Background: an optimization exercise with open tools, aiming at small area, a short achievable clock period and few clock cycles per item. Do not read the settings as production practice.
Only simulation tests tie the RTL to the original design; equivalence was not proved.

$ cat config.mk
export PLATFORM = sky130hd
export DESIGN_NAME = dnn_layer
export DESIGN_NICKNAME = dnn_layer
export VERILOG_FILES = /design/flow/design.v
export SDC_FILE = /design/flow/constraint.sdc
export NUM_CORES = 4
export LEC_CHECK = 0
export CAP_MARGIN = 20
export CORE_MARGIN = 2
export CORE_UTILIZATION = 40
export SLEW_MARGIN = 20
$ cat constraint.sdc
create_clock -name core_clock -period 60.0 [get_ports {clk}]
set_input_delay 12.0000 -clock core_clock [delete_from_list [all_inputs] [get_ports {clk}]]
set_output_delay 12.0000 -clock core_clock [all_outputs]
set_load 0.01 [all_outputs]
$ cat design.v
module muler(a,b,c,clk);
input signed[18:0] a;
input signed[18:0] b;        
output signed[18:0] c;       
input clk;
wire x;
assign x =b[0];
reg signed[18:0] c1;
reg signed[18:0] a1;
always @(*) begin
a1 = (a<<<1) / 2;
if(x) begin
   c1 = ((a * b[17:1])<<<1) + a1;
   end
else 
   c1 = a * b[17:0];
end
assign c = c1;
endmodule
module adder(a,b,c,d,clk,g);
input clk;        
input signed[18:0] a,b,c,d;      
output signed[18:0] g;          
wire signed[18:0]e,f;
assign e = a+b;
assign f = c+d;
assign g= e+f;
endmodule
module divider(a,b,c,clk);
input clk;        
input signed[18:0] a,b;      
output signed[18:0] c;
wire signed[18:0] d,e;
assign d = (b == 19'sd0) ? 19'sd0 : (a<<<1) / b;
assign e = d + 1'b1;
assign c = e>>>1;
endmodule
module grade(a,b,c,d,wa1,wb1,wc1,wd1,wa2,wb2,wc2,wd2,wa3,wb3,wc3,wd3,wa4,wb4,wc4,wd4,g1,g2,g3,g4,clk);   
input clk;
input signed[18:0] a,b,c,d;
input signed[18:0] wa1,wb1,wc1,wd1,wa2,wb2,wc2,wd2,wa3,wb3,wc3,wd3,wa4,wb4,wc4,wd4;
output signed[18:0] g1,g2,g3,g4;
wire signed[18:0] sum1,sum2,sum3,sum4;
wire signed[18:0] y11,y12,y13,y14,y21,y22,y23,y24,y31,y32,y33,y34,y41,y42,y43,y44;
wire signed[18:0] a1,a2,a3,a4;
adder sumt1(.a(wa1),.b(wb1),.c(wc1),.d(wd1),.clk(clk),.g(sum1));
adder sumt2(.a(wa2),.b(wb2),.c(wc2),.d(wd2),.clk(clk),.g(sum2));
adder sumt3(.a(wa3),.b(wb3),.c(wc3),.d(wd3),.clk(clk),.g(sum3));
adder sumt4(.a(wa4),.b(wb4),.c(wc4),.d(wd4),.clk(clk),.g(sum4));
muler  m11(.clk(clk),.a(a),.b(wa1),.c(y11));
muler  m12(.clk(clk),.a(b),.b(wb1),.c(y12));
muler  m13(.clk(clk),.a(c),.b(wc1),.c(y13));
muler  m14(.clk(clk),.a(d),.b(wd1),.c(y14));
adder ad1(.a(y11),.b(y12),.c(y13),.d(y14),.clk(clk),.g(a1));
divider di1(.a(a1),.b(sum1),.c(g1),.clk(clk));
muler  m21(.clk(clk),.a(a),.b(wa2),.c(y21));
muler  m22(.clk(clk),.a(b),.b(wb2),.c(y22));
muler  m23(.clk(clk),.a(c),.b(wc2),.c(y23));
muler  m24(.clk(clk),.a(d),.b(wd2),.c(y24));
adder ad2(.a(y21),.b(y22),.c(y23),.d(y24),.clk(clk),.g(a2));
divider di2(.a(a2),.b(sum2),.c(g2),.clk(clk));
muler  m31(.clk(clk),.a(a),.b(wa3),.c(y31));
muler  m32(.clk(clk),.a(b),.b(wb3),.c(y32));
muler  m33(.clk(clk),.a(c),.b(wc3),.c(y33));
muler  m34(.clk(clk),.a(d),.b(wd3),.c(y34));
adder ad3(.a(y31),.b(y32),.c(y33),.d(y34),.clk(clk),.g(a3));
divider di3(.a(a3),.b(sum3),.c(g3),.clk(clk));
muler  m41(.clk(clk),.a(a),.b(wa4),.c(y41));
muler  m42(.clk(clk),.a(b),.b(wb4),.c(y42));
muler  m43(.clk(clk),.a(c),.b(wc4),.c(y43));
muler  m44(.clk(clk),.a(d),.b(wd4),.c(y44));
adder ad4(.a(y41),.b(y42),.c(y43),.d(y44),.clk(clk),.g(a4));
divider di4(.a(a4),.b(sum4),.c(g4),.clk(clk));
endmodule
module dnn_layer(
    input              clk,
    input              rst,
    input              in_valid,
    output             in_ready,
    input      [75:0]  x,
    input      [303:0] w,
    output reg         out_valid,
    output reg [75:0]  y
);
reg         v1;
reg [75:0]  xr;
reg [303:0] wr;
wire signed [18:0] g1, g2, g3, g4;
assign in_ready = 1'b1;
grade core(
    .a(xr[18:0]), .b(xr[37:19]), .c(xr[56:38]), .d(xr[75:57]),
    .wa1(wr[ 18:  0]), .wb1(wr[ 37: 19]), .wc1(wr[ 56: 38]), .wd1(wr[ 75: 57]),
    .wa2(wr[ 94: 76]), .wb2(wr[113: 95]), .wc2(wr[132:114]), .wd2(wr[151:133]),
    .wa3(wr[170:152]), .wb3(wr[189:171]), .wc3(wr[208:190]), .wd3(wr[227:209]),
    .wa4(wr[246:228]), .wb4(wr[265:247]), .wc4(wr[284:266]), .wd4(wr[303:285]),
    .g1(g1), .g2(g2), .g3(g3), .g4(g4), .clk(clk));
always @(posedge clk) begin
    if (rst) begin
        v1        <= 1'b0;
        out_valid <= 1'b0;
    end else begin
        v1        <= in_valid;
        out_valid <= v1;
    end
    if (in_valid) begin
        xr <= x;
        wr <= w;
    end
    if (v1)
        y <= {g4, g3, g2, g1};
end
endmodule
$ cat run.sh
#!/bin/bash
# synth_recipe.tcl (not shown) runs the flow's synth.tcl, then flattens the netlist and writes it again
# the make line also repeats each setting of config.mk as NAME=value (left out here)
make -C /OpenROAD-flow-scripts/flow DESIGN_CONFIG=/design/flow/config.mk WORK_HOME=/design/flow/orfs CLKGATE_MAP_FILE= SYNTH_SCRIPT=/design/flow/synth_recipe.tcl finish
==> notes.md <==
-- flip-flops by register name, summed over array words and instances, names as in the netlist --
name and flops:
v1 1, y 72, wr 304, out_valid 1
xr 72
-- worst register-to-register path, delay by kind of cell, from the launching register on --
family | cells | cell delay (ps)
buffers and inverters | 23 | 3120
multiplexers | 8 | 2580
XOR/XNOR | 6 | 1380
flip-flops | 1 | 410
adder cells (fa/ha/maj) | 30 | 10320
AND/OR/NAND/NOR | 71 | 11780
AO/OA/AOI/OAI | 133 | 26440
-- Yosys cell counts (158+ instances only) --
cell type	instances
o21a_1	518
nand3_1	174
mux2_2	252
or3_1	158
clkbuf_1	649
nand2_1	2517
a21oi_1	1019
edfxtp_1	448
o21bai_1	213
and2_1	932
nor3_1	450
nand2b_1	163
inv_1	4495
nor2_1	1007
nor2b_1	189
a21o_1	337
xnor2_1	1231
o21ai_0	623
xor2_1	462
fa_1	2712
ha_1	2466
-- layout make-up --
class	count	area share (%)
Antenna cell	52	0.0633
Clock buffer	75	0.882
Clock inverter	45	0.233
Inverter	4502	8.22
Multi-Input combinational cell	16700	75.5
Sequential cell	450	6.57
Tap cell	6198	3.77
Timing Repair Buffer	1064	4.76
Timing Repair inverter	1	0.00243
-- metrics by stage --
step	setup slack [ps]	area [um^2]	hold slack, ps	TNS (ps)
finish	3840	206000	760	0
detailed placement	1500	202000	775	0
floorplan	6810	188000	1010	0
CTS	1200	204000	790	0
global placement	1960	202000	775	0
global route	-110	206000	801	-223
-- per-layer routing --
metal / wire (um) / vias to the layer above / GRT usage [%]
li1: - / 72200 / -
met1: 269000 / 76600 / 35.9
met2: 274000 / 4996 / 41.3
met3: 50800 / 936 / 4.43
met4: 34200 / 8 / 11.7
met5: 63 / - / 0
-- timing repair --
action | CTS | global route
setup buffers | 0 | 75
setup endpoints to repair | 0 | 72
gates resized for setup | 0 | 112
-- path summary, 6_finish.rpt --
kind	to	slack, ps	cells after the start
worst min register to register	y[15]	760	0
worst max register to register	y[12]	3840	271
worst max-delay path	y[12]	3840	271
worst min-delay path	y[15]	760	0
-- cells by family after synthesis --
kind of cell               count (synthesis)  share of synthesized area [%]
and+or+nand+nor                         5979                           15.0
other                                      1                        0.00200
AOI/OAI and AO/OA                       3470                           12.0
muxes                                    321                           1.89
adders and majority gates               5178                           45.4
buffers and inverters                   5227                           10.5
DFF                                      450                           7.19
xor gates and xnor gates                1712                           8.13
==> flow_summary.ini <==
[status]
outcome = no timing/DRC/antenna violations

[cts]
clock_path_buffers = 4
root_buffer = clkbuf_16
clk_latency_ps = 890
cts.htree.levels = 3
cts.sinks = 450
clk_pin_slew_worst_paths_ps = 60
cts_tree = yes
postCtsHoldBufs = 0
cts_made_buffers = 71

[routing]
drt_pre_antenna_iters = 6
drc = 0
vias_per_cell = 5.33
num_vias = 155000
drtAntennaViolNets = 0
routed_wl_um = 628000
dr.first_iter.drc_count = 11100
wl_per_cell_um = 21.6

[finish]
drive_above_1_share_pct = 5.54
fin_cells = 29000
fin_util_pct = 44.0
final_common_cell = inv_1
multi_input_area_um2 = 155000
mostFrequentLayoutCells = inv_1, fa_1, nand2_1
nNetsFinal = 28300
seq_area_um2 = 13500
syn_to_final_growth_pct = 9.55
fillers = 46400

[logic_synthesis]
ys_warn_count = 2
syn_nets = 27900
synth_edf_count = 448
synth_area_leaders = fa_1, ha_1, inv_1, edfxtp_1, xnor2_1
synthCells = 22300
async_reset_ff_share_pct = 0
synth.avg_cell_area_um2 = 8.40
synthesis.area_um2 = 188000
synth_top_area_share_pct = 28.9
ys_types = 101
ys_seq_area_share_pct = 7.19
yosysTopAreaCell = fa_1
synth-main-ff-cell = edfxtp_1
synth-seq-cells = 450

[sta]
drv_slew = 0
period_share_pct = 93.6
clock.fmax_mhz = 17.8
fin_skew_ps = 94.4
min_period_ps = 56160
finalSetupViolations = 0
worst_pin_slew_ps = 1280
finalHoldViolCount = 0
maxSlewHeadroom_pct = 14.6

[floorplanning]
fp.coreArea_um2 = 467000
die_h_um = 689
ios = 461
initial_core_util_pct = 40.2
dieArea_um2 = 475000
die_w_um = 689
rows = 251

[place]
place_congestion = 0.978
hpwlAfterDp_um = 513000
port-buffer-count = 455
dp.cells = 28800

[global_route]
antenna_found_initial = 54
grt_pass1_vias = 155000
grt_pass1_wl_um = 947000
grt.overflow.total = 0
grt_max_degree = 73
grt.total_usage_pct = 26.4

[critical_path]
crit_top_cell = o21a_1
slowest_stage = or4b_2
criticalPathCategory = reg2reg
critical_path_buf_inv_count = 23
crit-reg2reg-launch = xr[2]
cp.required_ps = 60630
critPathMaxStageDelay_ps = 740
critPathLaunchType = flip-flop
cp_top_family = compound AO/OA/AOI/OAI gates
critPathMaxFanout = 49
crit_start = xr[2]
cp.arrival_ps = 56780
end_kind = flip-flop

[run]
cap_violations = 0

[hold_path]
hp-class = reg2reg
min_from = v1
Testbench counts, summed over its fixed seeds: cycles 2,064, items 2,048.

port drivers added, routing unchanged:
The results above use ideal ports. As a check the final layout listed here was re-extracted and re-timed, cells and wires unchanged.
Step 1 assumes that a clkbuf_16 drives the clock port and a buf_2 every other input.
Step 2, shift: input delay + t, output delay - t, t = (earliest + latest rising clock arrival at the registers) / 2. This alone moves slack from input paths to output paths.
Three values: ideal ports, drivers, drivers and shift; two values: the first two.
shift t [ns]: 0.964
slack for setup (ns): 3.844 / 3.844 / 3.844
worst hold slack (ns): 0.760 / 0.760 / 0.760
worst setup path at the end: register to register
worst slew at a driven data input, ns: 0.19
After both steps setup and hold are still met in this run. For this run, drivers alone change the setup slack by 0.000 ns; drivers and shift together by 0.000 ns.
